Context: an optimization exercise on an open-source flow, tuned for small area and a short achievable clock period. The choices shown serve that exercise and are no tape-out recipe. Where RTL was checked, it was by simulation tests only, not by an equivalence proof against the original. For runs 1 and 2, only the layout was checked, not whether the RTL still works. Power figures rest on the tool's default switching activity, not on a simulated workload.

==> design/flow/run.sh <==
#!/bin/bash
# synth_recipe.tcl (not shown) runs the flow's synth.tcl, then flattens the netlist and writes it again
# the make line also repeats each setting of config.mk as NAME=value (left out here)
make -C /OpenROAD-flow-scripts/flow DESIGN_CONFIG=/design/flow/config.mk WORK_HOME=/design/flow/orfs CLKGATE_MAP_FILE= SYNTH_SCRIPT=/design/flow/synth_recipe.tcl finish
==> design/flow/config.mk <==
export PLATFORM = sky130hd
export DESIGN_NAME = alu
export DESIGN_NICKNAME = alu
export VERILOG_FILES = /design/flow/design.v
export SDC_FILE = /design/flow/constraint.sdc
export NUM_CORES = 4
export LEC_CHECK = 0
export ABC_CLOCK_PERIOD_IN_PS = 3500
export CAP_MARGIN = 20
export CORE_MARGIN = 2
export CORE_UTILIZATION = 50
export SETUP_SLACK_MARGIN = 5
export SLEW_MARGIN = 20
==> design/flow/constraint.sdc <==
create_clock -name core_clock -period 8.5 [get_ports {i_clk}]
set_input_delay 1.7000 -clock core_clock [delete_from_list [all_inputs] [get_ports {i_clk}]]
set_output_delay 1.7000 -clock core_clock [all_outputs]
set_load 0.01 [all_outputs]
==> design/flow/design.v <==
module alu #(
    parameter INST_W = 4,
    parameter INT_W  = 6,
    parameter FRAC_W = 10,
    parameter DATA_W = INT_W + FRAC_W
)(
    input                      i_clk,
    input                      i_rst_n,
    input                      i_in_valid,
    output                     o_busy,
    input         [INST_W-1:0] i_inst,
    input  signed [DATA_W-1:0] i_data_a,
    input  signed [DATA_W-1:0] i_data_b,
    output                     o_out_valid,
    output        [DATA_W-1:0] o_data
);
    reg busy_r;      
    reg ovalid_r;
    always @(posedge i_clk or negedge i_rst_n) begin
        if (!i_rst_n) begin
            busy_r   <= 1'b0;
            ovalid_r <= 1'b0;
        end else begin
            busy_r   <= i_in_valid;
            ovalid_r <= busy_r;
        end
    end
    assign o_busy      = busy_r;
    assign o_out_valid = ovalid_r;
    wire [3:0]  op = i_inst;
    wire [15:0] a  = i_data_a;
    wire [15:0] b  = i_data_b;
    wire op_add = (op == 4'd0);
    wire op_sub = (op == 4'd1);
    wire op_mul = (op == 4'd2);
    wire op_acc = (op == 4'd3);
    wire op_sp  = (op == 4'd4);
    wire op_xor = (op == 4'd5);
    wire op_rs  = (op == 4'd6);
    wire op_lr  = (op == 4'd7);
    wire op_clz = (op == 4'd8);
    wire op_rm  = (op == 4'd9);
    wire a_neg   = a[15];
    wire a_hi    = ~a_neg & (|a[14:11]);           
    wire a_p0    = ~a_neg & ~(|a[14:11]);          
    wire a_m1    = a_neg & (&a[14:10]);            
    wire a_m2    = a_neg & (&a[14:11]) & ~a[10];   
    wire a_m3    = a_neg & (&a[14:12]) & ~a[11] & a[10];   
    wire sp_mid = a_p0 | a_m1 | a_m2 | a_m3;
    wire [16:0] ye = {b, 1'b0};
    wire [7:0]  b_one, b_two, b_neg;
    wire [7:0]  m_one, m_two, m_neg;
    wire [16:0] xe = {a[15], a};
    wire [16:0] xs = {a, 1'b0};
    genvar gi;
    generate for (gi = 0; gi < 8; gi = gi + 1) begin : g_benc
        assign b_one[gi] = ye[2*gi+1] ^ ye[2*gi];
        assign b_two[gi] = (ye[2*gi+2] & ~ye[2*gi+1] & ~ye[2*gi]) | (~ye[2*gi+2] & ye[2*gi+1] & ye[2*gi]);
        assign b_neg[gi] = ye[2*gi+2];
    end endgenerate
    wire [7:0] sp_one = {(a[15] ? (a[11] ? (a[10] ? 1'b1 : 1'b1) : 1'b0) : 1'b0), (a[15] ? (a[11] ? (a[10] ? 1'b1 : 1'b0) : 1'b0) : 1'b0), (a[15] ? (a[11] ? (a[10] ? 1'b1 : 1'b0) : 1'b1) : 1'b0), (a[15] ? (a[11] ? (a[10] ? 1'b1 : 1'b1) : 1'b0) : 1'b0), (a[15] ? (a[11] ? (a[10] ? 1'b1 : 1'b0) : 1'b0) : 1'b0), (a[15] ? (a[11] ? (a[10] ? 1'b1 : 1'b0) : 1'b1) : 1'b0), (a[15] ? (a[11] ? (a[10] ? 1'b1 : 1'b1) : 1'b0) : 1'b0), (a[15] ? (a[11] ? (a[10] ? 1'b1 : 1'b0) : 1'b1) : 1'b0)};
    wire [7:0] sp_two = {(a[15] ? (a[11] ? (a[10] ? 1'b0 : 1'b0) : 1'b0) : 1'b1), (a[15] ? (a[11] ? (a[10] ? 1'b0 : 1'b0) : 1'b1) : 1'b1), (a[15] ? (a[11] ? (a[10] ? 1'b0 : 1'b1) : 1'b0) : 1'b1), (a[15] ? (a[11] ? (a[10] ? 1'b0 : 1'b0) : 1'b0) : 1'b1), (a[15] ? (a[11] ? (a[10] ? 1'b0 : 1'b0) : 1'b1) : 1'b1), (a[15] ? (a[11] ? (a[10] ? 1'b0 : 1'b1) : 1'b0) : 1'b1), (a[15] ? (a[11] ? (a[10] ? 1'b0 : 1'b0) : 1'b0) : 1'b1), (a[15] ? (a[11] ? (a[10] ? 1'b0 : 1'b1) : 1'b0) : 1'b1)};
    wire [7:0] sp_neg = {(a[15] ? (a[11] ? (a[10] ? 1'b0 : 1'b0) : 1'b0) : 1'b0), (a[15] ? (a[11] ? (a[10] ? 1'b0 : 1'b0) : 1'b0) : 1'b0), (a[15] ? (a[11] ? (a[10] ? 1'b0 : 1'b1) : 1'b1) : 1'b0), (a[15] ? (a[11] ? (a[10] ? 1'b0 : 1'b0) : 1'b0) : 1'b0), (a[15] ? (a[11] ? (a[10] ? 1'b0 : 1'b0) : 1'b0) : 1'b0), (a[15] ? (a[11] ? (a[10] ? 1'b0 : 1'b1) : 1'b1) : 1'b0), (a[15] ? (a[11] ? (a[10] ? 1'b0 : 1'b0) : 1'b0) : 1'b0), (a[15] ? (a[11] ? (a[10] ? 1'b0 : 1'b1) : 1'b0) : 1'b0)};
    wire use_sp = op[2];
    assign m_one = use_sp ? sp_one : b_one;
    assign m_two = use_sp ? sp_two : b_two;
    assign m_neg = use_sp ? sp_neg : b_neg;
    wire [16:0] pp0 = ({17{m_one[0]}} & xe | {17{m_two[0]}} & xs) ^ {17{m_neg[0]}};
    wire [16:0] pp1 = ({17{m_one[1]}} & xe | {17{m_two[1]}} & xs) ^ {17{m_neg[1]}};
    wire [16:0] pp2 = ({17{m_one[2]}} & xe | {17{m_two[2]}} & xs) ^ {17{m_neg[2]}};
    wire [16:0] pp3 = ({17{m_one[3]}} & xe | {17{m_two[3]}} & xs) ^ {17{m_neg[3]}};
    wire [16:0] pp4 = ({17{m_one[4]}} & xe | {17{m_two[4]}} & xs) ^ {17{m_neg[4]}};
    wire [16:0] pp5 = ({17{m_one[5]}} & xe | {17{m_two[5]}} & xs) ^ {17{m_neg[5]}};
    wire [16:0] pp6 = ({17{m_one[6]}} & xe | {17{m_two[6]}} & xs) ^ {17{m_neg[6]}};
    wire [16:0] pp7 = ({17{m_one[7]}} & xe | {17{m_two[7]}} & xs) ^ {17{m_neg[7]}};
    wire fs1;
    wire fc2;
    wire fs3;
    wire fc4;
    wire fs5;
    wire fc6;
    wire fs7;
    wire fc8;
    wire fs9;
    wire fc10;
    wire fs11;
    wire fc12;
    wire hs13;
    wire hc14;
    wire fs15;
    wire fc16;
    wire fs17;
    wire fc18;
    wire fs19;
    wire fc20;
    wire fs21;
    wire fc22;
    wire fs23;
    wire fc24;
    wire fs25;
    wire fc26;
    wire fs27;
    wire fc28;
    wire fs29;
    wire fc30;
    wire fs31;
    wire fc32;
    wire fs33;
    wire fc34;
    wire fs35;
    wire fc36;
    wire hs37;
    wire hc38;
    wire fs39;
    wire fc40;
    wire fs41;
    wire fc42;
    wire hs43;
    wire hc44;
    wire fs45;
    wire fc46;
    wire fs47;
    wire fc48;
    wire fs49;
    wire fc50;
    wire hs51;
    wire hc52;
    wire fs53;
    wire fc54;
    wire hs55;
    wire hc56;
    wire hs57;
    wire hc58;
    wire hs59;
    wire hc60;
    wire fs61;
    wire fc62;
    wire hs63;
    wire hc64;
    wire fs65;
    wire fc66;
    wire fs67;
    wire fc68;
    wire fs69;
    wire fc70;
    wire fs71;
    wire fc72;
    wire fs73;
    wire fc74;
    wire fs75;
    wire fc76;
    wire fs77;
    wire fc78;
    wire fs79;
    wire fc80;
    wire fs81;
    wire fc82;
    wire fs83;
    wire fc84;
    wire fs85;
    wire fc86;
    wire fs87;
    wire fc88;
    wire fs89;
    wire fc90;
    wire fs91;
    wire fc92;
    wire fs93;
    wire fc94;
    wire fs95;
    wire fc96;
    wire fs97;
    wire fc98;
    wire fs99;
    wire fc100;
    wire fs101;
    wire fc102;
    wire fs103;
    wire fc104;
    wire fs105;
    wire fc106;
    wire fs107;
    wire fc108;
    wire fs109;
    wire fc110;
    wire fs111;
    wire fc112;
    wire fs113;
    wire fc114;
    wire fs115;
    wire fc116;
    wire fs117;
    wire fc118;
    wire fs119;
    wire fc120;
    wire fs121;
    wire fc122;
    wire fs123;
    wire fc124;
    wire fs125;
    wire fc126;
    wire hs127;
    wire hc128;
    wire fs129;
    wire fc130;
    wire hs131;
    wire hc132;
    wire hs133;
    wire hc134;
    wire hs135;
    wire hc136;
    wire fs137;
    wire fc138;
    wire fs139;
    wire fc140;
    wire fs141;
    wire fc142;
    wire fs143;
    wire fc144;
    wire fs145;
    wire fc146;
    wire fs147;
    wire fc148;
    wire fs149;
    wire fc150;
    wire fs151;
    wire fc152;
    wire fs153;
    wire fc154;
    wire fs155;
    wire fc156;
    wire fs157;
    wire fc158;
    wire fs159;
    wire fc160;
    wire fs161;
    wire fc162;
    wire fs163;
    wire fc164;
    wire fs165;
    wire fc166;
    wire fs167;
    wire fc168;
    wire fs169;
    wire fc170;
    wire fs171;
    wire fc172;
    wire fs173;
    wire fc174;
    wire fs175;
    wire fc176;
    wire fs177;
    wire fc178;
    wire fs179;
    wire fc180;
    wire hs181;
    wire hc182;
    wire hs183;
    wire hc184;
    wire fs185;
    wire fc186;
    wire fs187;
    wire fc188;
    wire fs189;
    wire fc190;
    wire fs191;
    wire fc192;
    wire fs193;
    wire fc194;
    wire fs195;
    wire fc196;
    wire fs197;
    wire fc198;
    wire fs199;
    wire fc200;
    wire fs201;
    wire fc202;
    wire fs203;
    wire fc204;
    wire fs205;
    wire fc206;
    wire fs207;
    wire fc208;
    wire fs209;
    wire fc210;
    wire fs211;
    wire fc212;
    wire fs213;
    wire fc214;
    wire fs215;
    wire fc216;
    wire fs217;
    wire fc218;
    wire fs219;
    wire fc220;
    wire fs221;
    wire fc222;
    wire fs223;
    wire fc224;
    wire fs225;
    wire fc226;
    wire fs227;
    wire fc228;
    wire fs229;
    wire fc230;
    wire fs231;
    wire fc232;
    wire fs233;
    wire fc234;
    wire hs235;
    wire hc236;
    wire kc9_0 = use_sp ? (a[15] ? (a[11] ? (a[10] ? 1'b0 : 1'b0) : 1'b0) : 1'b0) : 1'b1;
    wire kc10_0 = use_sp ? (a[15] ? (a[11] ? (a[10] ? 1'b0 : 1'b1) : 1'b1) : 1'b0) : 1'b0;
    wire kc11_0 = use_sp ? (a[15] ? (a[11] ? (a[10] ? 1'b1 : 1'b0) : 1'b1) : 1'b1) : 1'b0;
    wire kc12_0 = use_sp ? (a[15] ? (a[11] ? (a[10] ? 1'b0 : 1'b1) : 1'b0) : 1'b0) : 1'b0;
    wire kc13_0 = use_sp ? (a[15] ? (a[11] ? (a[10] ? 1'b1 : 1'b1) : 1'b1) : 1'b1) : 1'b0;
    wire kc13_1 = use_sp ? (a[15] ? (a[11] ? (a[10] ? 1'b0 : 1'b1) : 1'b1) : 1'b0) : 1'b0;
    wire kc15_0 = use_sp ? (a[15] ? (a[11] ? (a[10] ? 1'b0 : 1'b0) : 1'b1) : 1'b0) : 1'b0;
    wire kc16_0 = use_sp ? (a[15] ? (a[11] ? (a[10] ? 1'b0 : 1'b0) : 1'b0) : 1'b0) : 1'b1;
    wire kc17_0 = use_sp ? (a[15] ? (a[11] ? (a[10] ? 1'b1 : 1'b0) : 1'b0) : 1'b1) : 1'b1;
    wire kc18_0 = use_sp ? (a[15] ? (a[11] ? (a[10] ? 1'b1 : 1'b1) : 1'b0) : 1'b1) : 1'b0;
    wire kc19_0 = use_sp ? (a[15] ? (a[11] ? (a[10] ? 1'b0 : 1'b0) : 1'b0) : 1'b0) : 1'b1;
    wire kc20_0 = use_sp ? (a[15] ? (a[11] ? (a[10] ? 1'b1 : 1'b0) : 1'b0) : 1'b1) : 1'b0;
    wire kc21_0 = use_sp ? (a[15] ? (a[11] ? (a[10] ? 1'b0 : 1'b1) : 1'b0) : 1'b0) : 1'b1;
    wire kc22_0 = use_sp ? (a[15] ? (a[11] ? (a[10] ? 1'b1 : 1'b1) : 1'b0) : 1'b1) : 1'b0;
    wire kc23_0 = use_sp ? (a[15] ? (a[11] ? (a[10] ? 1'b0 : 1'b1) : 1'b0) : 1'b0) : 1'b1;
    wire kc24_0 = use_sp ? (a[15] ? (a[11] ? (a[10] ? 1'b1 : 1'b0) : 1'b0) : 1'b1) : 1'b0;
    wire kc25_0 = use_sp ? (a[15] ? (a[11] ? (a[10] ? 1'b0 : 1'b0) : 1'b0) : 1'b0) : 1'b1;
    wire kc26_0 = use_sp ? (a[15] ? (a[11] ? (a[10] ? 1'b1 : 1'b1) : 1'b1) : 1'b1) : 1'b0;
    assign fs1 = m_neg[5] ^ kc10_0 ^ pp0[10];
    assign fc2 = (m_neg[5] & kc10_0) | (m_neg[5] & pp0[10]) | (kc10_0 & pp0[10]);
    assign fs3 = kc11_0 ^ pp0[11] ^ pp1[9];
    assign fc4 = (kc11_0 & pp0[11]) | (kc11_0 & pp1[9]) | (pp0[11] & pp1[9]);
    assign fs5 = m_neg[6] ^ kc12_0 ^ pp0[12];
    assign fc6 = (m_neg[6] & kc12_0) | (m_neg[6] & pp0[12]) | (kc12_0 & pp0[12]);
    assign fs7 = pp1[10] ^ pp2[8] ^ pp3[6];
    assign fc8 = (pp1[10] & pp2[8]) | (pp1[10] & pp3[6]) | (pp2[8] & pp3[6]);
    assign fs9 = kc13_0 ^ kc13_1 ^ pp0[13];
    assign fc10 = (kc13_0 & kc13_1) | (kc13_0 & pp0[13]) | (kc13_1 & pp0[13]);
    assign fs11 = pp1[11] ^ pp2[9] ^ pp3[7];
    assign fc12 = (pp1[11] & pp2[9]) | (pp1[11] & pp3[7]) | (pp2[9] & pp3[7]);
    assign hs13 = pp4[5] ^ pp5[3];
    assign hc14 = pp4[5] & pp5[3];
    assign fs15 = m_neg[7] ^ pp0[14] ^ pp1[12];
    assign fc16 = (m_neg[7] & pp0[14]) | (m_neg[7] & pp1[12]) | (pp0[14] & pp1[12]);
    assign fs17 = pp2[10] ^ pp3[8] ^ pp4[6];
    assign fc18 = (pp2[10] & pp3[8]) | (pp2[10] & pp4[6]) | (pp3[8] & pp4[6]);
    assign fs19 = pp5[4] ^ pp6[2] ^ pp7[0];
    assign fc20 = (pp5[4] & pp6[2]) | (pp5[4] & pp7[0]) | (pp6[2] & pp7[0]);
    assign fs21 = kc15_0 ^ pp0[15] ^ pp1[13];
    assign fc22 = (kc15_0 & pp0[15]) | (kc15_0 & pp1[13]) | (pp0[15] & pp1[13]);
    assign fs23 = pp2[11] ^ pp3[9] ^ pp4[7];
    assign fc24 = (pp2[11] & pp3[9]) | (pp2[11] & pp4[7]) | (pp3[9] & pp4[7]);
    assign fs25 = pp5[5] ^ pp6[3] ^ pp7[1];
    assign fc26 = (pp5[5] & pp6[3]) | (pp5[5] & pp7[1]) | (pp6[3] & pp7[1]);
    assign fs27 = kc16_0 ^ pp1[14] ^ pp2[12];
    assign fc28 = (kc16_0 & pp1[14]) | (kc16_0 & pp2[12]) | (pp1[14] & pp2[12]);
    assign fs29 = pp3[10] ^ pp4[8] ^ pp5[6];
    assign fc30 = (pp3[10] & pp4[8]) | (pp3[10] & pp5[6]) | (pp4[8] & pp5[6]);
    assign fs31 = pp6[4] ^ pp7[2] ^ ~pp0[16];
    assign fc32 = (pp6[4] & pp7[2]) | (pp6[4] & ~pp0[16]) | (pp7[2] & ~pp0[16]);
    assign fs33 = kc17_0 ^ pp1[15] ^ pp2[13];
    assign fc34 = (kc17_0 & pp1[15]) | (kc17_0 & pp2[13]) | (pp1[15] & pp2[13]);
    assign fs35 = pp3[11] ^ pp4[9] ^ pp5[7];
    assign fc36 = (pp3[11] & pp4[9]) | (pp3[11] & pp5[7]) | (pp4[9] & pp5[7]);
    assign hs37 = pp6[5] ^ pp7[3];
    assign hc38 = pp6[5] & pp7[3];
    assign fs39 = kc18_0 ^ pp2[14] ^ pp3[12];
    assign fc40 = (kc18_0 & pp2[14]) | (kc18_0 & pp3[12]) | (pp2[14] & pp3[12]);
    assign fs41 = pp4[10] ^ pp5[8] ^ pp6[6];
    assign fc42 = (pp4[10] & pp5[8]) | (pp4[10] & pp6[6]) | (pp5[8] & pp6[6]);
    assign hs43 = pp7[4] ^ ~pp1[16];
    assign hc44 = pp7[4] & ~pp1[16];
    assign fs45 = kc19_0 ^ pp2[15] ^ pp3[13];
    assign fc46 = (kc19_0 & pp2[15]) | (kc19_0 & pp3[13]) | (pp2[15] & pp3[13]);
    assign fs47 = pp4[11] ^ pp5[9] ^ pp6[7];
    assign fc48 = (pp4[11] & pp5[9]) | (pp4[11] & pp6[7]) | (pp5[9] & pp6[7]);
    assign fs49 = kc20_0 ^ pp3[14] ^ pp4[12];
    assign fc50 = (kc20_0 & pp3[14]) | (kc20_0 & pp4[12]) | (pp3[14] & pp4[12]);
    assign hs51 = pp5[10] ^ pp6[8];
    assign hc52 = pp5[10] & pp6[8];
    assign fs53 = kc21_0 ^ pp3[15] ^ pp4[13];
    assign fc54 = (kc21_0 & pp3[15]) | (kc21_0 & pp4[13]) | (pp3[15] & pp4[13]);
    assign hs55 = kc22_0 ^ pp4[14];
    assign hc56 = kc22_0 & pp4[14];
    assign hs57 = m_neg[3] ^ pp0[6];
    assign hc58 = m_neg[3] & pp0[6];
    assign hs59 = pp0[7] ^ pp1[5];
    assign hc60 = pp0[7] & pp1[5];
    assign fs61 = m_neg[4] ^ pp0[8] ^ pp1[6];
    assign fc62 = (m_neg[4] & pp0[8]) | (m_neg[4] & pp1[6]) | (pp0[8] & pp1[6]);
    assign hs63 = pp2[4] ^ pp3[2];
    assign hc64 = pp2[4] & pp3[2];
    assign fs65 = kc9_0 ^ pp0[9] ^ pp1[7];
    assign fc66 = (kc9_0 & pp0[9]) | (kc9_0 & pp1[7]) | (pp0[9] & pp1[7]);
    assign fs67 = pp2[5] ^ pp3[3] ^ pp4[1];
    assign fc68 = (pp2[5] & pp3[3]) | (pp2[5] & pp4[1]) | (pp3[3] & pp4[1]);
    assign fs69 = pp1[8] ^ pp2[6] ^ pp3[4];
    assign fc70 = (pp1[8] & pp2[6]) | (pp1[8] & pp3[4]) | (pp2[6] & pp3[4]);
    assign fs71 = pp4[2] ^ pp5[0] ^ fs1;
    assign fc72 = (pp4[2] & pp5[0]) | (pp4[2] & fs1) | (pp5[0] & fs1);
    assign fs73 = pp2[7] ^ pp3[5] ^ pp4[3];
    assign fc74 = (pp2[7] & pp3[5]) | (pp2[7] & pp4[3]) | (pp3[5] & pp4[3]);
    assign fs75 = pp5[1] ^ fc2 ^ fs3;
    assign fc76 = (pp5[1] & fc2) | (pp5[1] & fs3) | (fc2 & fs3);
    assign fs77 = pp4[4] ^ pp5[2] ^ pp6[0];
    assign fc78 = (pp4[4] & pp5[2]) | (pp4[4] & pp6[0]) | (pp5[2] & pp6[0]);
    assign fs79 = fc4 ^ fs5 ^ fs7;
    assign fc80 = (fc4 & fs5) | (fc4 & fs7) | (fs5 & fs7);
    assign fs81 = pp6[1] ^ hs13 ^ fc6;
    assign fc82 = (pp6[1] & hs13) | (pp6[1] & fc6) | (hs13 & fc6);
    assign fs83 = fc8 ^ fs9 ^ fs11;
    assign fc84 = (fc8 & fs9) | (fc8 & fs11) | (fs9 & fs11);
    assign fs85 = hc14 ^ fc10 ^ fc12;
    assign fc86 = (hc14 & fc10) | (hc14 & fc12) | (fc10 & fc12);
    assign fs87 = fs15 ^ fs17 ^ fs19;
    assign fc88 = (fs15 & fs17) | (fs15 & fs19) | (fs17 & fs19);
    assign fs89 = fc16 ^ fc18 ^ fc20;
    assign fc90 = (fc16 & fc18) | (fc16 & fc20) | (fc18 & fc20);
    assign fs91 = fs21 ^ fs23 ^ fs25;
    assign fc92 = (fs21 & fs23) | (fs21 & fs25) | (fs23 & fs25);
    assign fs93 = fc22 ^ fc24 ^ fc26;
    assign fc94 = (fc22 & fc24) | (fc22 & fc26) | (fc24 & fc26);
    assign fs95 = fs27 ^ fs29 ^ fs31;
    assign fc96 = (fs27 & fs29) | (fs27 & fs31) | (fs29 & fs31);
    assign fs97 = hs37 ^ fc28 ^ fc30;
    assign fc98 = (hs37 & fc28) | (hs37 & fc30) | (fc28 & fc30);
    assign fs99 = fc32 ^ fs33 ^ fs35;
    assign fc100 = (fc32 & fs33) | (fc32 & fs35) | (fs33 & fs35);
    assign fs101 = hc38 ^ hs43 ^ fc34;
    assign fc102 = (hc38 & hs43) | (hc38 & fc34) | (hs43 & fc34);
    assign fs103 = fc36 ^ fs39 ^ fs41;
    assign fc104 = (fc36 & fs39) | (fc36 & fs41) | (fs39 & fs41);
    assign fs105 = pp7[5] ^ hc44 ^ fc40;
    assign fc106 = (pp7[5] & hc44) | (pp7[5] & fc40) | (hc44 & fc40);
    assign fs107 = fc42 ^ fs45 ^ fs47;
    assign fc108 = (fc42 & fs45) | (fc42 & fs47) | (fs45 & fs47);
    assign fs109 = pp7[6] ^ ~pp2[16] ^ hs51;
    assign fc110 = (pp7[6] & ~pp2[16]) | (pp7[6] & hs51) | (~pp2[16] & hs51);
    assign fs111 = fc46 ^ fc48 ^ fs49;
    assign fc112 = (fc46 & fc48) | (fc46 & fs49) | (fc48 & fs49);
    assign fs113 = pp5[11] ^ pp6[9] ^ pp7[7];
    assign fc114 = (pp5[11] & pp6[9]) | (pp5[11] & pp7[7]) | (pp6[9] & pp7[7]);
    assign fs115 = hc52 ^ fc50 ^ fs53;
    assign fc116 = (hc52 & fc50) | (hc52 & fs53) | (fc50 & fs53);
    assign fs117 = pp5[12] ^ pp6[10] ^ pp7[8];
    assign fc118 = (pp5[12] & pp6[10]) | (pp5[12] & pp7[8]) | (pp6[10] & pp7[8]);
    assign fs119 = ~pp3[16] ^ hs55 ^ fc54;
    assign fc120 = (~pp3[16] & hs55) | (~pp3[16] & fc54) | (hs55 & fc54);
    assign fs121 = kc23_0 ^ pp4[15] ^ pp5[13];
    assign fc122 = (kc23_0 & pp4[15]) | (kc23_0 & pp5[13]) | (pp4[15] & pp5[13]);
    assign fs123 = pp6[11] ^ pp7[9] ^ hc56;
    assign fc124 = (pp6[11] & pp7[9]) | (pp6[11] & hc56) | (pp7[9] & hc56);
    assign fs125 = kc24_0 ^ pp5[14] ^ pp6[12];
    assign fc126 = (kc24_0 & pp5[14]) | (kc24_0 & pp6[12]) | (pp5[14] & pp6[12]);
    assign hs127 = pp7[10] ^ ~pp4[16];
    assign hc128 = pp7[10] & ~pp4[16];
    assign fs129 = kc25_0 ^ pp5[15] ^ pp6[13];
    assign fc130 = (kc25_0 & pp5[15]) | (kc25_0 & pp6[13]) | (pp5[15] & pp6[13]);
    assign hs131 = kc26_0 ^ pp6[14];
    assign hc132 = kc26_0 & pp6[14];
    reg  [19:0] acc [0:15];
    reg  [15:0] acc_v;
    wire [15:0] a_dec = 16'd1 << a[3:0];
    reg  [19:0] acc_rd;
    integer k;
    always @(*) begin
        acc_rd = 20'd0;
        for (k = 0; k < 16; k = k + 1)
            acc_rd = acc_rd | ({20{a_dec[k] & acc_v[k]}} & acc[k]);
    end
    wire [19:0] x_d = op_acc ? acc_rd : {{4{a[15]}}, a};
    wire [15:0] y_d = op_sub ? ~b :
                      op_lr  ? {b[15:4], 4'd0 - b[3:0]} :
                      op_sp  ? 16'd0 :
                      b;
    reg [19:0] x_r;
    reg [15:0] y_r;
    reg [3:0]  idx_r;
    reg [105:0] mr;
    reg s_acc_r, s_sum_r, s_cin_r, s_mul_r, s_sp_r, s_xor_r;
    reg s_rs_r, s_lr_r, s_clz_r, s_rm_r;
    always @(posedge i_clk) begin
        x_r        <= x_d;
        y_r        <= y_d;
        idx_r      <= a[3:0];
        mr         <= {~pp7[16], pp7[15], ~pp6[16], pp7[14], hc132, pp7[13], pp6[15], fc130, hs131, ~pp5[16], pp7[12], hc128, fc126, fs129, pp7[11], fc124, fc122, fs125, hs127, fc120, fc118, fs123, fs121, fc116, fc114, fs119, fs117, fc112, fc110, fs115, fs113, fc108, fc106, fs111, fs109, fc104, fc102, fs107, fs105, fc100, fc98, fs103, fs101, fc96, fc94, fs99, fs97, fc92, fc90, fs95, fs93, fc88, fc86, fs91, fs89, fc84, fc82, fs87, fs85, fc80, fc78, fs83, fs81, fc76, fc74, fs79, fs77, fc72, fc70, fs75, fs73, fc68, fc66, fs71, fs69, hc64, fc62, fs67, fs65, hc60, fs61, hs63, pp4[0], hc58, hs59, pp3[1], pp2[3], hs57, pp3[0], pp2[2], pp1[4], pp2[1], pp1[3], pp0[5], pp2[0], pp1[2], pp0[4], m_neg[2], pp1[1], pp0[3], pp1[0], pp0[2], m_neg[1], pp0[1], pp0[0], m_neg[0]};
        s_acc_r    <= op_acc;
        s_sum_r    <= op_add | op_sub | op_acc;
        s_cin_r    <= op_sub;
        s_mul_r    <= op_mul;
        s_sp_r     <= op_sp & sp_mid;
        s_xor_r    <= op_xor | (op_sp & a_hi);
        s_rs_r     <= op_rs;
        s_lr_r     <= op_lr;
        s_clz_r    <= op_clz;
        s_rm_r     <= op_rm;
    end
    wire [15:0] xa = x_r[15:0];
    wire [15:0] idx_dec = 16'd1 << idx_r;
    wire [15:0] slo = {1'b0, x_r[14:0]} + {1'b0, y_r[14:0]} + {15'd0, s_cin_r};
    wire        c15 = slo[15];
    wire [4:0]  shi = x_r[19:15] + {5{y_r[15]}};
    wire [4:0]  shi1 = shi + 5'd1;
    wire [19:0] sum = {c15 ? shi1 : shi, slo[14:0]};
    wire        sok0 = (shi == 5'd0)  | (shi == 5'd31);
    wire        sok1 = (shi == 5'd31) | (shi == 5'd30);
    wire        sum_ok = c15 ? sok1 : sok0;
    wire [15:0] sum_sat = sum_ok ? sum[15:0] : {sum[19], {15{~sum[19]}}};
    wire acc_we = busy_r & s_acc_r;
    always @(posedge i_clk or negedge i_rst_n) begin
        if (!i_rst_n)
            acc_v <= 16'd0;
        else if (acc_we)
            acc_v <= acc_v | idx_dec;
    end
    always @(posedge i_clk) begin
        for (k = 0; k < 16; k = k + 1)
            if (acc_we & idx_dec[k])
                acc[k] <= sum;
    end
    assign hs133 = mr[8] ^ mr[9];
    assign hc134 = mr[8] & mr[9];
    assign hs135 = mr[12] ^ mr[13];
    assign hc136 = mr[12] & mr[13];
    assign fs137 = mr[15] ^ mr[16] ^ mr[17];
    assign fc138 = (mr[15] & mr[16]) | (mr[15] & mr[17]) | (mr[16] & mr[17]);
    assign fs139 = mr[19] ^ mr[20] ^ mr[21];
    assign fc140 = (mr[19] & mr[20]) | (mr[19] & mr[21]) | (mr[20] & mr[21]);
    assign fs141 = mr[23] ^ mr[24] ^ mr[25];
    assign fc142 = (mr[23] & mr[24]) | (mr[23] & mr[25]) | (mr[24] & mr[25]);
    assign fs143 = mr[27] ^ mr[28] ^ mr[29];
    assign fc144 = (mr[27] & mr[28]) | (mr[27] & mr[29]) | (mr[28] & mr[29]);
    assign fs145 = mr[31] ^ mr[32] ^ mr[33];
    assign fc146 = (mr[31] & mr[32]) | (mr[31] & mr[33]) | (mr[32] & mr[33]);
    assign fs147 = mr[35] ^ mr[36] ^ mr[37];
    assign fc148 = (mr[35] & mr[36]) | (mr[35] & mr[37]) | (mr[36] & mr[37]);
    assign fs149 = mr[39] ^ mr[40] ^ mr[41];
    assign fc150 = (mr[39] & mr[40]) | (mr[39] & mr[41]) | (mr[40] & mr[41]);
    assign fs151 = mr[43] ^ mr[44] ^ mr[45];
    assign fc152 = (mr[43] & mr[44]) | (mr[43] & mr[45]) | (mr[44] & mr[45]);
    assign fs153 = mr[47] ^ mr[48] ^ mr[49];
    assign fc154 = (mr[47] & mr[48]) | (mr[47] & mr[49]) | (mr[48] & mr[49]);
    assign fs155 = mr[51] ^ mr[52] ^ mr[53];
    assign fc156 = (mr[51] & mr[52]) | (mr[51] & mr[53]) | (mr[52] & mr[53]);
    assign fs157 = mr[55] ^ mr[56] ^ mr[57];
    assign fc158 = (mr[55] & mr[56]) | (mr[55] & mr[57]) | (mr[56] & mr[57]);
    assign fs159 = mr[59] ^ mr[60] ^ mr[61];
    assign fc160 = (mr[59] & mr[60]) | (mr[59] & mr[61]) | (mr[60] & mr[61]);
    assign fs161 = mr[63] ^ mr[64] ^ mr[65];
    assign fc162 = (mr[63] & mr[64]) | (mr[63] & mr[65]) | (mr[64] & mr[65]);
    assign fs163 = mr[67] ^ mr[68] ^ mr[69];
    assign fc164 = (mr[67] & mr[68]) | (mr[67] & mr[69]) | (mr[68] & mr[69]);
    assign fs165 = mr[71] ^ mr[72] ^ mr[73];
    assign fc166 = (mr[71] & mr[72]) | (mr[71] & mr[73]) | (mr[72] & mr[73]);
    assign fs167 = mr[75] ^ mr[76] ^ mr[77];
    assign fc168 = (mr[75] & mr[76]) | (mr[75] & mr[77]) | (mr[76] & mr[77]);
    assign fs169 = mr[79] ^ mr[80] ^ mr[81];
    assign fc170 = (mr[79] & mr[80]) | (mr[79] & mr[81]) | (mr[80] & mr[81]);
    assign fs171 = mr[83] ^ mr[84] ^ mr[85];
    assign fc172 = (mr[83] & mr[84]) | (mr[83] & mr[85]) | (mr[84] & mr[85]);
    assign fs173 = mr[87] ^ mr[88] ^ mr[89];
    assign fc174 = (mr[87] & mr[88]) | (mr[87] & mr[89]) | (mr[88] & mr[89]);
    assign fs175 = mr[91] ^ mr[92] ^ mr[93];
    assign fc176 = (mr[91] & mr[92]) | (mr[91] & mr[93]) | (mr[92] & mr[93]);
    assign fs177 = mr[95] ^ mr[96] ^ mr[97];
    assign fc178 = (mr[95] & mr[96]) | (mr[95] & mr[97]) | (mr[96] & mr[97]);
    assign fs179 = 1'b1 ^ mr[99] ^ mr[100];
    assign fc180 = (1'b1 & mr[99]) | (1'b1 & mr[100]) | (mr[99] & mr[100]);
    assign hs181 = mr[3] ^ mr[4];
    assign hc182 = mr[3] & mr[4];
    assign hs183 = mr[6] ^ mr[7];
    assign hc184 = mr[6] & mr[7];
    assign fs185 = mr[10] ^ mr[11] ^ hs133;
    assign fc186 = (mr[10] & mr[11]) | (mr[10] & hs133) | (mr[11] & hs133);
    assign fs187 = mr[14] ^ hc134 ^ hs135;
    assign fc188 = (mr[14] & hc134) | (mr[14] & hs135) | (hc134 & hs135);
    assign fs189 = mr[18] ^ hc136 ^ fs137;
    assign fc190 = (mr[18] & hc136) | (mr[18] & fs137) | (hc136 & fs137);
    assign fs191 = mr[22] ^ fc138 ^ fs139;
    assign fc192 = (mr[22] & fc138) | (mr[22] & fs139) | (fc138 & fs139);
    assign fs193 = mr[26] ^ fc140 ^ fs141;
    assign fc194 = (mr[26] & fc140) | (mr[26] & fs141) | (fc140 & fs141);
    assign fs195 = mr[30] ^ fc142 ^ fs143;
    assign fc196 = (mr[30] & fc142) | (mr[30] & fs143) | (fc142 & fs143);
    assign fs197 = mr[34] ^ fc144 ^ fs145;
    assign fc198 = (mr[34] & fc144) | (mr[34] & fs145) | (fc144 & fs145);
    assign fs199 = mr[38] ^ fc146 ^ fs147;
    assign fc200 = (mr[38] & fc146) | (mr[38] & fs147) | (fc146 & fs147);
    assign fs201 = mr[42] ^ fc148 ^ fs149;
    assign fc202 = (mr[42] & fc148) | (mr[42] & fs149) | (fc148 & fs149);
    assign fs203 = mr[46] ^ fc150 ^ fs151;
    assign fc204 = (mr[46] & fc150) | (mr[46] & fs151) | (fc150 & fs151);
    assign fs205 = mr[50] ^ fc152 ^ fs153;
    assign fc206 = (mr[50] & fc152) | (mr[50] & fs153) | (fc152 & fs153);
    assign fs207 = mr[54] ^ fc154 ^ fs155;
    assign fc208 = (mr[54] & fc154) | (mr[54] & fs155) | (fc154 & fs155);
    assign fs209 = mr[58] ^ fc156 ^ fs157;
    assign fc210 = (mr[58] & fc156) | (mr[58] & fs157) | (fc156 & fs157);
    assign fs211 = mr[62] ^ fc158 ^ fs159;
    assign fc212 = (mr[62] & fc158) | (mr[62] & fs159) | (fc158 & fs159);
    assign fs213 = mr[66] ^ fc160 ^ fs161;
    assign fc214 = (mr[66] & fc160) | (mr[66] & fs161) | (fc160 & fs161);
    assign fs215 = mr[70] ^ fc162 ^ fs163;
    assign fc216 = (mr[70] & fc162) | (mr[70] & fs163) | (fc162 & fs163);
    assign fs217 = mr[74] ^ fc164 ^ fs165;
    assign fc218 = (mr[74] & fc164) | (mr[74] & fs165) | (fc164 & fs165);
    assign fs219 = mr[78] ^ fc166 ^ fs167;
    assign fc220 = (mr[78] & fc166) | (mr[78] & fs167) | (fc166 & fs167);
    assign fs221 = mr[82] ^ fc168 ^ fs169;
    assign fc222 = (mr[82] & fc168) | (mr[82] & fs169) | (fc168 & fs169);
    assign fs223 = mr[86] ^ fc170 ^ fs171;
    assign fc224 = (mr[86] & fc170) | (mr[86] & fs171) | (fc170 & fs171);
    assign fs225 = mr[90] ^ fc172 ^ fs173;
    assign fc226 = (mr[90] & fc172) | (mr[90] & fs173) | (fc172 & fs173);
    assign fs227 = mr[94] ^ fc174 ^ fs175;
    assign fc228 = (mr[94] & fc174) | (mr[94] & fs175) | (fc174 & fs175);
    assign fs229 = mr[98] ^ fc176 ^ fs177;
    assign fc230 = (mr[98] & fc176) | (mr[98] & fs177) | (fc176 & fs177);
    assign fs231 = mr[101] ^ fc178 ^ fs179;
    assign fc232 = (mr[101] & fc178) | (mr[101] & fs179) | (fc178 & fs179);
    assign fs233 = mr[102] ^ mr[103] ^ fc180;
    assign fc234 = (mr[102] & mr[103]) | (mr[102] & fc180) | (mr[103] & fc180);
    assign hs235 = 1'b1 ^ mr[104];
    assign hc236 = 1'b1 & mr[104];
    wire [31:0] pr_a = {1'b1, mr[105], hs235, fs233, fs231, fs229, fs227, fs225, fs223, fs221, fs219, fs217, fs215, fs213, fs211, fs209, fs207, fs205, fs203, fs201, fs199, fs197, fs195, fs193, fs191, fs189, fs187, fs185, hs183, mr[5], mr[2], mr[0]};
    wire [31:0] pr_b = {1'b0, hc236, fc234, fc232, fc230, fc228, fc226, fc224, fc222, fc220, fc218, fc216, fc214, fc212, fc210, fc208, fc206, fc204, fc202, fc200, fc198, fc196, fc194, fc192, fc190, fc188, fc186, hc184, hc182, hs181, 1'b0, mr[1]};
    wire [25:0] lo  = {1'b0, pr_a[24:0]} + {1'b0, pr_b[24:0]};
    wire        c25 = lo[25];
    wire [6:0]  hi  = pr_a[31:25] + pr_b[31:25];
    wire        ok0 = (hi == 7'd0)   | (hi == 7'd127);    
    wire        ok1 = (hi == 7'd127) | (hi == 7'd126);
    wire        mul_ok = c25 ? ok1 : ok0;
    wire        p25 = hi[0] ^ c25;
    wire        p26 = hi[1] ^ (hi[0] & c25);
    wire        mul_sgn = xa[15] ^ y_r[15];    
    wire [15:0] mul_res = mul_ok ? {p25, lo[24:10]} : {mul_sgn, {15{~mul_sgn}}};
    wire [15:0] sp_res  = {5'd0, p26, p25, lo[24:16]};    
    wire [31:0] rot2 = {xa, xa} >> y_r[3:0];
    wire [15:0] rot  = rot2[15:0];
    reg  [15:0] rs_res;
    integer j;
    always @(*) begin
        for (j = 0; j < 16; j = j + 1)
            rs_res[j] = (y_r[4] | (j + y_r[3:0] > 15)) ? xa[15] : rot[j];
    end
    reg [4:0] zcnt;
    always @(*) begin
        zcnt = 5'd0;
        for (j = 0; j < 16; j = j + 1)
            if (xa[j]) zcnt = 15 - j;
    end
    reg [12:0] match4;
    always @(*) begin
        for (j = 0; j < 13; j = j + 1)
            match4[j] = (xa[j+:4] == y_r[(15-j)-:4]);
    end
    wire [15:0] res_m = s_sp_r ? sp_res : mul_res;
    wire [15:0] res_o = ({16{s_sum_r}} & sum_sat)
                      | ({16{s_xor_r}} & (xa ^ y_r))
                      | ({16{s_rs_r }} & rs_res)
                      | ({16{s_lr_r }} & rot)
                      | ({16{s_clz_r}} & {11'd0, zcnt})
                      | ({16{s_rm_r }} & {3'd0, match4});
    reg [15:0] odata_m, odata_o;
    reg        osel_m;
    always @(posedge i_clk) begin
        odata_m <= res_m;
        odata_o <= res_o;
        osel_m  <= s_mul_r | s_sp_r;
    end
    assign o_data = osel_m ? odata_m : odata_o;
endmodule
==> results.cfg, run 1 <==
[run_status]
outcome = finished clean

[critical_path]
worstPathRequired_ps = 8970
crit_path_end_kind = register
timing.rr.end = odata_m[7]
rr_startpoint = mr[93]
cp-start-kind = register
critPathMaxFanout = 6
endpoint = odata_m[7]
r2r_slack_ps = 4580
startpoint = mr[93]
r2r_cells = 12
path_class = reg -> reg
critPathArrivalTime_ps = 4390

[sta]
min_period_ps = 3918
final-setup-viol-count = 0
relSlewSlack_pct = 28.96
rsz0062_at_grt = true
fin_setup_tns_ps = 0
hold_ws_ps = 416.5
fin_crit_sh_pct = 46.10
finalHoldViolations = 0
final.setup_skew_ps = 63.12
tightest_slew_ps = 1060
slew_viol_final = 0
fmax_mhz = 255.2

[placed_design]
dp.final_hpwl_microns = 55210
io_buffers = 56
place_inst = 3030
dpl_cell_area_sq_mm = 0.02910
globalplace.congestion = 0.9291

[yosys]
syn-cell-area_sq_mm = 0.02737
synth-edff-count = 320
yosys_warnings = 2
syn_area_per_cell_sq_um = 11.57
synth.most_common_cell = edfxtp_1
synth_fp_nets = 2596
synth_top_area_share_pct = 35.11
synth_cell_types = 83
yosys.area.top_type = edfxtp_1
synthTopCellsByArea = edfxtp_1 35%, dfxtp_1 14%, fa_1 7.5%, a22oi_1 5.8%, xnor2_1 5.0%
synth_seq_cells = 527
ys_seq_area_share_pct = 50.58
synth_ff_type = edfxtp_1
synthTopCellsByCount = 320 x edfxtp_1, 211 x a22oi_1, 189 x dfxtp_1
synth_cells = 2366
synth-async-reset-ratio_pct = 3.416

[floorplanning]
rows = 85
start_util_pct = 50.76
die_x_microns = 238.0
die_area_sq_mm = 0.05663
core_sq_mm = 0.05392
ioPinCount = 57
die_h_microns = 238.0

[clock_network]
cts_tree = done
clkLatencyLatePin_ps = 660
cts_max_level = 2
path_clk_slew_ps = 60
clk_path_buf_depth = 3
clock-sinks = 527
cts_buffers = 54
root_buffer = clkbuf_16
hold_buffers = 0

[route]
drt_iter0_markers = 2544
final_antenna_net_count = 0
dr.pass1.iters = 6
wl_microns = 90880
drc = 0
vias = 20690
vias_per_cell = 6.352
avgRoutedWirePerCell_microns = 27.89

[pwr]
p_leak_nw = 12.97
peakVddDrop_v = 0.0006083
finalPower_w = 0.01208
power_density_mw_per_mm2 = 362.4

[finish]
drive_gt1_share_pct = 22.88
n_fill_cell = 4180
fin_cells = 3258
area_delta_synth_final_pct = 21.80
final_area_sq_mm = 0.03333
nets = 2745

[run]
drv_cap = 0

[grt]
grt_pass1_wl_microns = 130700
use_met2_pct = 48.21
use_met3_pct = 7.288
antenna_found_initial = 3
grt_max_degree = 36
grt_usage_pct = 31.47
top_usage_layer = met2
globalRouteOverflowTotal = 0
grt_pass1_vias = 19930
grt_use_met1_pct = 44.53

[min_path]
hold_path_class = reg -> reg
-- metrics by stage --
stage               worst slack [ps]  util [%]
floorplan                       4548         -
global placement                3464     53.92
detailed placement              3402     53.96
CTS                             4604     59.98
global route                    4494     61.82
finish                          4582     61.82
-- cell type report --
| class | count | area [sq um] | share of cell area [%] |
|---|---|---|---|
| Tap cell | 696 | 870.8 | 2.612 |
| Clock inverter | 35 | 331.6 | 0.9947 |
| Sequential cell | 527 | 13860 | 41.57 |
| Inverter | 189 | 759.5 | 2.278 |
| Multi-Input combinational cell | 1503 | 13590 | 40.77 |
| Timing Repair Buffer | 240 | 2482 | 7.447 |
| Antenna cell | 1 | 2.502 | 0.007507 |
| Clock buffer | 67 | 1440 | 4.320 |
-- flip-flops by register name, indices dropped and copies added (netlist names) --
name	flops
acc	320
mr	106
x_r	20
acc_v	16
odata_m	16
odata_o	16
y_r	16
idx_r	4
busy_r	1
osel_m	1
ovalid_r	1
s_acc_r	1
s_cin_r	1
s_clz_r	1
s_lr_r	1
s_mul_r	1
s_rm_r	1
s_rs_r	1
s_sp_r	1
s_sum_r	1
s_xor_r	1
-- where the power goes --
part	switching, W	leakage, nW	internal (W)
registers	0.000136	4.73	0.00308
clock network	0.00104	0.872	0.00131
logic	0.00422	7.37	0.00230
-- what timing repair did --
item                       CTS  global route
setup endpoints to repair  254           122
resized for setup          248           163
gates cloned                 6             4
pin swaps                   46            85
setup buffers               83            32
-- critical path, stage by stage, from the launching register on --
cell and delay (ps):
dfxtp_1 320, fa_1 620, fa_1 450, ha_2 220, fa_2 420, a21o_1 200
a21oi_2 200, xnor2_1 170, nand3_2 180, nor3_4 290, a31o_4 270, nor4_4 80
a221o_1 340
-- worst min path at each step --
stage | start | to | slack, ps | cells past startpoint
3_3_place_gp | s_mul_r | osel_m | 410 | 1
5_1_grt | s_mul_r | osel_m | 440 | 1
2_1_floorplan | s_mul_r | osel_m | 390 | 1
3_5_place_dp | s_mul_r | osel_m | 410 | 1
4_1_cts | s_mul_r | osel_m | 430 | 1
6_report | s_mul_r | osel_m | 420 | 1
-- logic make-up (layout without fill, tap and decap cells) --
group                      after synthesis  after routing  share of synthesized area (%)
other                                    0              1                              0
and+or+nand+nor                        448            448                          7.964
DFF                                    527            527                          50.58
adders and majority gates              191            191                          11.56
xor gates and xnor gates               230            230                          7.360
AOI/OAI and AO/OA                      583            584                          15.38
muxes                                   50             50                          2.455
buffers and inverters                  337            531                          4.700
-- cells in the final DEF, fill, tap and decap left out, types with 31 or more instances in the layout --
cell type,synthesis,routed
edfxtp_1,320,320
dfxtp_1,189,181
a22oi_1,211,175
inv_1,182,166
xnor2_1,155,134
buf_4,3,127
nand2_1,108,98
nor2_1,120,92
fa_1,103,92
ha_1,88,82
xor2_1,75,70
a21oi_1,79,68
o21ai_0,72,60
clkbuf_16,0,58
nand3_1,51,48
a22oi_2,0,36
nor3_1,41,31
a22o_1,31,31
buf_6,0,31
-- layer usage --
metal	up-vias	share of wire, %
met1	10390	41
met5	-	0
met2	1190	45
li1	8896	-
met3	217	11
met4	0	3.6
==> run 2, diff against run 1 <==
==> design/flow/flow/run.sh (new file) <==
#!/bin/bash
# Standard layout, except: synthesis leaves full/half adders to ABC's
# timing-driven mapping (no adder cell extraction), and the port buffers are
# buf_2 cells (the standard port buffering picks a slow delay cell).
set -euo pipefail
bash standard.sh ADDER_MAP_FILE= BUFFER_PORTS_ARGS="-buffer_cell sky130_fd_sc_hd__buf_2" finish > flow_standard.log 2>&1
==> design/flow/standard.sh (new file) <==
#!/bin/bash
# synth_recipe.tcl (not shown) runs the flow's synth.tcl, then flattens the netlist and writes it again
# the make line also repeats each setting of config.mk as NAME=value (left out here)
make -C /OpenROAD-flow-scripts/flow DESIGN_CONFIG=/design/flow/config.mk WORK_HOME=/design/flow/orfs CLKGATE_MAP_FILE= SYNTH_SCRIPT=/design/flow/synth_recipe.tcl "${@:-finish}"
removed: design/flow/run.sh
==> run 2 against run 1 <==
  * Still clean on timing, DRC and antenna
  * Clock skew fell by 25 ps
  * Critical path depth is 1 higher
  * Power down 1.3%
  * Sequential power rose by 4%
  * Register-to-register slack is essentially flat
  * Via count grew 6.3%
  * Critical path type unchanged
  * Largest cell class is now multi-input combinational cells
==> results.cfg, run 2 <==
[run_status]
outcome = finished clean

[route]
vias_per_cell = 6.229
wl_microns = 93340
drc = 0
avgRoutedWirePerCell_microns = 26.44
vias = 21990
dr.pass1.iters = 6
final_antenna_net_count = 0
drt_iter0_markers = 2267

[clock_network]
cts_buffers = 56
path_clk_slew_ps = 60
clock-sinks = 527
cts_max_level = 2
cts_tree = done
hold_buffers = 0
root_buffer = clkbuf_16
clk_path_buf_depth = 3
clkLatencyLatePin_ps = 640

[yosys]
synth-async-reset-ratio_pct = 3.416
synthTopCellsByCount = 320 x edfxtp_1, 303 x xnor2_1, 202 x nor2_1
synth_cells = 2585
synth_cell_types = 88
synth_fp_nets = 2624
yosys_warnings = 2
yosys.area.top_type = edfxtp_1
synth.most_common_cell = edfxtp_1
ys_seq_area_share_pct = 49.59
synthTopCellsByArea = edfxtp_1 34%, dfxtp_1 14%, xnor2_1 9.5%, a22oi_1 5.1%, xor2_1 3.7%
synth_ff_type = edfxtp_1
synth_top_area_share_pct = 34.42
synth-edff-count = 320
syn-cell-area_sq_mm = 0.02792
synth_seq_cells = 527
syn_area_per_cell_sq_um = 10.80

[critical_path]
cpMostUsedCell = buf_4
cp.buffers_inverters = 2
max_stage_delay_ps = 550
crit_family = simple AND/OR/NAND/NOR gates
cp-start-kind = register
worstPathRequired_ps = 9030
crit_path_end_kind = register
critPathMaxFanout = 6
cp_slowest_cell = or4b_4
path_class = reg -> reg
cp_cell_sequence = xor3_1 > maj3_2 > a21o_1 > a211o_4 > or4_1 > and3_4 > or4b_4 > a221o_1 > buf_4 > nor2_4 > buf_4 > o32ai_1 > a31oi_1
critPathArrivalTime_ps = 4460

[pwr]
clock_power_share_pct = 21.1
sequentialPowerShare_pct = 28.0
power_density_mw_per_mm2 = 352.1
switchingPower_w = 0.004837
p_leak_nw = 12.36
p_int_w = 0.007085
swShare_pct = 40.57
peakVddDrop_v = 0.0005930
power_frac_comb_pct = 50.9

[grt]
grt_pass1_wl_microns = 134600
antenna_found_initial = 6
grt_usage_pct = 31.65
globalRouteOverflowTotal = 0
grt_max_degree = 48
grt_pass1_vias = 20690

[sta]
slew_viol_final = 0
tightest_slew_ps = 1153
fin_setup_tns_ps = 0
final.setup_skew_ps = 37.79
min_period_ps = 3932
hold_ws_ps = 408.3
rsz0062_at_grt = true
fmax_mhz = 254.4
finalHoldViolations = 0
final-setup-viol-count = 0
relSlewSlack_pct = 22.74
fin_crit_sh_pct = 46.25

[run]
drv_cap = 0

[floorplanning]
die_area_sq_mm = 0.05774
start_util_pct = 50.58
ioPinCount = 57
die_x_microns = 240.3
core_sq_mm = 0.05520
die_h_microns = 240.3
rows = 86

[placed_design]
dp.final_hpwl_microns = 57130
io_buffers = 56
dpl_cell_area_sq_mm = 0.02939
globalplace.congestion = 0.9188

[finish]
final_common_cell = edfxtp_1
final_util_pct = 61.35
top_regs = acc x320, mr x106, x_r x20
final_area_sq_mm = 0.03386
area_delta_synth_final_pct = 21.30
nets = 2769
drive_gt1_share_pct = 22.86
largest_reg_flops = 320
layout_common_cells = 320 x edfxtp_1, 280 x xnor2_1, 175 x a22oi_1, 172 x nor2_1, 164 x dfxtp_1
n_fill_cell = 4441
regMostFlops = acc

[min_path]
hold_path_class = reg -> reg
==> run 2: power by group through the flow <==
| stage | logic [W] | registers [W] | clock network, W |
|---|---|---|---|
| finish | 0.00607 | 0.00333 | 0.00252 |
| global route | 0.00643 | 0.00336 | 0.00266 |
| CTS | 0.00568 | 0.00332 | 0.00254 |
| detailed placement | 0.00533 | 0.00337 | 0 |
| global placement | 0.00522 | 0.00336 | 0 |
| floorplan | 0.00408 | 0.00323 | 0 |
==> run 2: timing repair <==
action	4_1_cts	5_1_grt
pin swaps	53	52
setup buffers	71	62
endpoints found under the setup margin	264	213
resized for setup	147	118
gates cloned	9	5
==> run 2: per-stage QoR <==
step / std cells / worst slack [ps] / total power (W)
global route: 3527 / 4497 / 0.01245
floorplan: 2585 / 4681 / 0.007312
finish: 3530 / 4569 / 0.01192
detailed placement: 3273 / 3689 / 0.008699
global placement: 3273 / 3801 / 0.008586
CTS: 3459 / 4529 / 0.01154
==> run 2: layout make-up <==
type | instances | area [sq um] | share of cell area (%)
clock inverter | 38 | 457.9 | 1.352
tap | 748 | 935.9 | 2.764
sequential | 527 | 13890 | 41.03
antenna | 4 | 10.01 | 0.02956
clock buffer | 68 | 1456 | 4.301
multi-input combinational | 1848 | 14560 | 43.00
inverter | 36 | 157.7 | 0.4655
timing repair buffer | 261 | 2389 | 7.053
==> run 2: worst register-to-register path: cells and delay by family, from the launching register on <==
kind,cells,cell delay [ps]
fa+ha+maj,1,360
simple gates,4,1290
flops,1,330
xor+xnor,1,440
compound gates,5,1130
buf+inv,2,310
==> run 2: logic make-up after synthesis <==
logic type	after synthesis	share of synthesized area (%)
AO/OA/AOI/OAI	662	16.62
AND/OR/NAND/NOR	595	10.12
flip-flops	527	49.59
XOR/XNOR	449	15.52
buffers and inverters	211	2.864
adder cells (fa/ha/maj)	86	3.092
multiplexers	55	2.201
==> run 2: worst paths after layout <==
path | from | to | slack, ps | depth (start not counted)
max | mr[48] | odata_m[2] | 4570 | 13
min | s_mul_r | osel_m | 410 | 1
max reg2reg | mr[48] | odata_m[2] | 4570 | 13
min reg2reg | s_mul_r | osel_m | 410 | 1
max in group asynchronous | i_rst_n | acc_v[13] | 7220 | 1
min in group asynchronous | i_rst_n | ovalid_r | 990 | 1
==> run 2: per-layer routing <==
layer | GRT usage, % | share of wire (%)
met2 | 50.64 | 46
met1 | 42.76 | 41
met5 | 0 | 0.011
met4 | 13.68 | 4.5
met3 | 4.914 | 8.3
==> run 3, diff against run 2 <==
--- a/design/flow/design.v
+++ b/design/flow/design.v
@@ -627,12 +627,42 @@
     wire [31:0] pr_b = {1'b0, hc236, fc234, fc232, fc230, fc228, fc226, fc224, fc222, fc220, fc218, fc216, fc214, fc212, fc210, fc208, fc206, fc204, fc202, fc200, fc198, fc196, fc194, fc192, fc190, fc188, fc186, hc184, hc182, hs181, 1'b0, mr[1]};
-    wire [25:0] lo  = {1'b0, pr_a[24:0]} + {1'b0, pr_b[24:0]};
+    wire [24:0] kg0 = pr_a[24:0] & pr_b[24:0];
+    wire [24:0] kp0 = pr_a[24:0] ^ pr_b[24:0];
+    wire [24:0] kg1, kp1;
+    assign kg1[0:0] = kg0[0:0];
+    assign kp1[0:0] = kp0[0:0];
+    assign kg1[24:1] = kg0[24:1] | (kp0[24:1] & kg0[23:0]);
+    assign kp1[24:1] = kp0[24:1] & kp0[23:0];
+    wire [24:0] kg2, kp2;
+    assign kg2[1:0] = kg1[1:0];
+    assign kp2[1:0] = kp1[1:0];
+    assign kg2[24:2] = kg1[24:2] | (kp1[24:2] & kg1[22:0]);
+    assign kp2[24:2] = kp1[24:2] & kp1[22:0];
+    wire [24:0] kg3, kp3;
+    assign kg3[3:0] = kg2[3:0];
+    assign kp3[3:0] = kp2[3:0];
+    assign kg3[24:4] = kg2[24:4] | (kp2[24:4] & kg2[20:0]);
+    assign kp3[24:4] = kp2[24:4] & kp2[20:0];
+    wire [24:0] kg4, kp4;
+    assign kg4[7:0] = kg3[7:0];
+    assign kp4[7:0] = kp3[7:0];
+    assign kg4[24:8] = kg3[24:8] | (kp3[24:8] & kg3[16:0]);
+    assign kp4[24:8] = kp3[24:8] & kp3[16:0];
+    wire [24:0] kg5, kp5;
+    assign kg5[15:0] = kg4[15:0];
+    assign kp5[15:0] = kp4[15:0];
+    assign kg5[24:16] = kg4[24:16] | (kp4[24:16] & kg4[8:0]);
+    assign kp5[24:16] = kp4[24:16] & kp4[8:0];
+    wire [25:0] kc  = {kg5, 1'b0};             
+    wire [25:0] lo  = {kc[25], kp0 ^ kc[24:0]};
     wire        c25 = lo[25];
-    wire [6:0]  hi  = pr_a[31:25] + pr_b[31:25];
-    wire        ok0 = (hi == 7'd0)   | (hi == 7'd127);    
-    wire        ok1 = (hi == 7'd127) | (hi == 7'd126);
+    wire [6:0]  ha_ = pr_a[31:25], hb_ = pr_b[31:25];
+    wire [6:0]  hx  = ha_ ^ hb_;
+    wire        z0  = &(hx[6:1] ~^ (ha_[5:0] | hb_[5:0]));    
+    wire        z1  = &(~hx[6:1] ~^ (ha_[5:0] & hb_[5:0]));   
+    wire        ok0 = (z0 & ~hx[0]) | (z1 & hx[0]);           
+    wire        ok1 = (z0 & hx[0]) | (z1 & ~hx[0]);           
     wire        mul_ok = c25 ? ok1 : ok0;
-    wire        p25 = hi[0] ^ c25;
-    wire        p26 = hi[1] ^ (hi[0] & c25);
+    wire        p25 = hx[0] ^ c25;
+    wire        p26 = hx[1] ^ ((ha_[0] & hb_[0]) | (hx[0] & c25));
     wire        mul_sgn = xa[15] ^ y_r[15];    
-    wire [15:0] mul_res = mul_ok ? {p25, lo[24:10]} : {mul_sgn, {15{~mul_sgn}}};
     wire [15:0] sp_res  = {5'd0, p26, p25, lo[24:16]};    
@@ -657,4 +687,5 @@
     end
-    wire [15:0] res_m = s_sp_r ? sp_res : mul_res;
+    wire [15:0] res_m = s_sp_r ? sp_res : {p25, lo[24:10]};
     wire [15:0] res_o = ({16{s_sum_r}} & sum_sat)
+                      | ({16{s_mul_r}} & {mul_sgn, {15{~mul_sgn}}})
                       | ({16{s_xor_r}} & (xa ^ y_r))
@@ -669,3 +700,3 @@
         odata_o <= res_o;
-        osel_m  <= s_mul_r | s_sp_r;
+        osel_m  <= s_sp_r | (s_mul_r & mul_ok);
     end
==> design/flow/run.sh (new file) <==
#!/bin/bash
# synth_recipe.tcl (not shown) runs the flow's synth.tcl, then flattens the netlist and writes it again
# the make line also repeats each setting of config.mk as NAME=value (left out here)
make -C /OpenROAD-flow-scripts/flow DESIGN_CONFIG=/design/flow/config.mk WORK_HOME=/design/flow/orfs CLKGATE_MAP_FILE= SYNTH_SCRIPT=/design/flow/synth_recipe.tcl finish
removed: design/flow/flow/run.sh
removed: design/flow/standard.sh
==> run 3 against run 2 <==
  * Non-clock buffer count down 37
  * Synthesized cell count down 9.9%
  * Combinational power down 2%
  * Cell area down 3.6%
  * Fmax up 5.2%
  * Wire length down 7.9%
  * Core utilization down 0.57 points
  * Count of clock-buffer cells in the layout up 9
  * Clock power down 2%
==> results.cfg, run 3 <==
[floorplanning]
die_x_microns = 236.8
rows = 85
start_util_pct = 50.44
core_sq_mm = 0.05371
ioPinCount = 57
die_area_sq_mm = 0.05606
die_h_microns = 236.8

[finish]
largest_reg_flops = 320
drive_gt1_share_pct = 22.46
top_regs = acc x320, mr x106, x_r x20
nets = 2688
final_area_sq_mm = 0.03264
layout_common_cells = 320 x edfxtp_1, 183 x dfxtp_1, 174 x a22oi_1, 164 x inv_1, 147 x xnor2_1
regMostFlops = acc
final_common_cell = edfxtp_1
area_delta_synth_final_pct = 20.49
diodes = 0

[grt]
antenna_found_initial = 4
globalRouteOverflowTotal = 0
grt_pass1_wl_microns = 125100
grt_usage_pct = 30.38
grt_pass1_vias = 19310
grt_max_degree = 40

[critical_path]
startpoint = mr[53]
max_stage_delay_ps = 540
critPathArrivalTime_ps = 4270
crit_cells = 14
crit_path_end_kind = register
r2r_cells = 14
path_class = reg -> reg
cp.buffers_inverters = 3
cp_cell_sequence = inv_1 > fa_2 > fa_1 > inv_2 > ha_4 > a2111o_1 > o2111a_1 > o2111a_1 > a21oi_2 > a211o_2 > inv_2 > fa_2 > nand2_1 > o21ai_1
worstPathRequired_ps = 9040
critPathMaxFanout = 4
cp_slowest_cell = fa_1
crit_family = adder cells
rr_startpoint = mr[53]
cp-start-kind = register

[route]
wl_microns = 85940
drt_iter0_markers = 2043
drt-met1-wl_microns = 34290
wl_met3_microns = 7174
dr_wl_met2_microns = 40790
vias_per_cell = 6.131
dr.pass1.iters = 6
drc = 0
top_layer_used = met5
vias = 19640
final_antenna_net_count = 0
avgRoutedWirePerCell_microns = 26.83

[yosys]
synth-xor-area-share_pct = 7.662
synth-edff-count = 320
synth_seq_cells = 527
synthTopCellsByCount = 320 x edfxtp_1, 210 x a22oi_1, 189 x dfxtp_1
synth_top_family_by_area = compound AO/OA/AOI/OAI gates
synthTopCellsByArea = edfxtp_1 35%, dfxtp_1 14%, fa_1 7.6%, a22oi_1 5.8%, xnor2_1 5.5%
synth.most_common_cell = edfxtp_1
synth_cell_types = 81
synth_compound_area_share_pct = 14.42
yosys.area.top_type = edfxtp_1
synthSimpleGateAreaFrac_pct = 7.505
syn_area_per_cell_sq_um = 11.63
yosys_warnings = 2
synth-adder-area-share_pct = 11.54
synth_fp_nets = 2556
syn-cell-area_sq_mm = 0.02709
synth-async-reset-ratio_pct = 3.416
ys_seq_area_share_pct = 51.10
synth_top_area_share_pct = 35.47
synth.area.mux_share_pct = 2.914
synth_cells = 2329
synth_ff_type = edfxtp_1

[sta]
final.setup_skew_ps = 35.93
fin_setup_tns_ps = 0
fin_ws_ps = 4762
fmax_mhz = 267.5
fin_crit_sh_pct = 43.98
rsz0062_at_grt = true
finalHoldViolations = 0
relSlewSlack_pct = 26.84
slew_viol_final = 0
final-setup-viol-count = 0
tightest_slew_ps = 1092
min_period_ps = 3738

[placed_design]
dp_slack_ps = 3227
io_buffers = 56
globalplace.congestion = 0.9003
dpl_cell_area_sq_mm = 0.02882
dp.final_hpwl_microns = 54460

[clock_network]
clk_path_buf_depth = 3
cts_tree = done
root_buffer = clkbuf_16
path_clk_slew_ps = 60
cts_max_level = 2
clock-sinks = 527
cts_buffers = 54
clkLatencyLatePin_ps = 630

[min_path]
whs_path_depth = 1
hold_path_class = reg -> reg
hold_start = acc_v[10]

[pwr]
power_density_mw_per_mm2 = 357.0
p_leak_nw = 12.61
peakVddDrop_v = 0.0005290
finalPower_w = 0.01165

[run_status]
outcome = finished clean

[run]
drv_cap = 0
[run 3: cell type report]
| type | instances | area (sq um) |
|---|---|---|
| Sequential cell | 527 | 13850 |
| Clock buffer | 77 | 1548 |
| Fill cell | 4231 | 21070 |
| Tap cell | 696 | 870.8 |
| Multi-Input combinational cell | 1468 | 13090 |
| Timing Repair Buffer | 224 | 2212 |
| Inverter | 186 | 737.0 |
| Clock inverter | 25 | 329.1 |
[run 3: final timing paths]
| check | to | slack (ps) |
|---|---|---|
| max | odata_m[9] | 4760 |
| min | acc_v[10] | 460 |
| max reg2reg | odata_m[9] | 4760 |
| min reg2reg | acc_v[10] | 460 |
| max in group asynchronous | acc_v[3] | 6410 |
| min in group asynchronous | acc_v[9] | 1560 |
[run 3: routing by layer]
layer | global-route usage, % | up-vias
met1 | 40.29 | 9715
met2 | 49.96 | 997
met4 | 12.41 | 2
met5 | 0 | -
met3 | 4.966 | 250
li1 | - | 8672
[run 3: repair_timing]
item,in CTS,in global routing
endpoints found under the setup margin,185,126
setup buffers,72,28
cloned,8,2
resized for setup,241,132
pin swaps,45,56
hold buffers,0,0
[run 3: power by group]
part	switching, W	leakage, nW	internal [W]
registers	0.000133	4.71	0.00315
clock network	0.00102	0.916	0.00143
logic	0.00340	6.99	0.00252
total	0.00455	12.6	0.00710
[run 3: cell families after synthesis]
logic type,count (synthesis)
adders and majority gates,188
and+or+nand+nor,427
xor gates and xnor gates,237
muxes,56
DFF,527
AOI/OAI and AO/OA,556
buffers and inverters,338
[run 3: per-stage QoR]
step                      hold WS, ps  std cells  util, %
after floorplan                 430.2       2329        -
after global placement          442.3       2991    53.63
after detailed placement        446.3       2991    53.66
after CTS                       459.7       3173    59.41
after global routing            468.5       3203    60.78
final                           457.6       3203    60.78

-- separate check: timing with driven ports --
The flow's constraints put no driver on any port. The routed layouts listed below were extracted and timed again, unchanged, in two steps.
Step 1: set_driving_cell puts a clkbuf_16 on i_clk and a buf_2 on each other input, an assumption about the parent block.
Step 2 adds t to the input delays and takes it off the output delays; t is the mean of the earliest and latest rising clock arrival at the registers after step 1. Input paths then give back, and output paths get back, about the clock's delay inside the block.
Three values: ideal ports, drivers, drivers and shift; two values: the first two.
run | t (ns) | slack for setup (ns) | worst setup path after step 2 | slew at the worst register clock pin (ns)
run 1 | 0.690 | 4.582 / 4.582 / 4.251 | input to register | 0.07 / 0.07
run 2 | 0.678 | 4.568 / 4.568 / 4.262 | input to register | 0.07 / 0.07
run 3 | 0.666 | 4.762 / 4.762 / 4.264 | input to register | 0.07 / 0.07
After both steps every run listed still meets setup and hold. The setup slack of run 3, which loses most, moves by 0.000 ns with the drivers and by -0.498 ns with both steps.
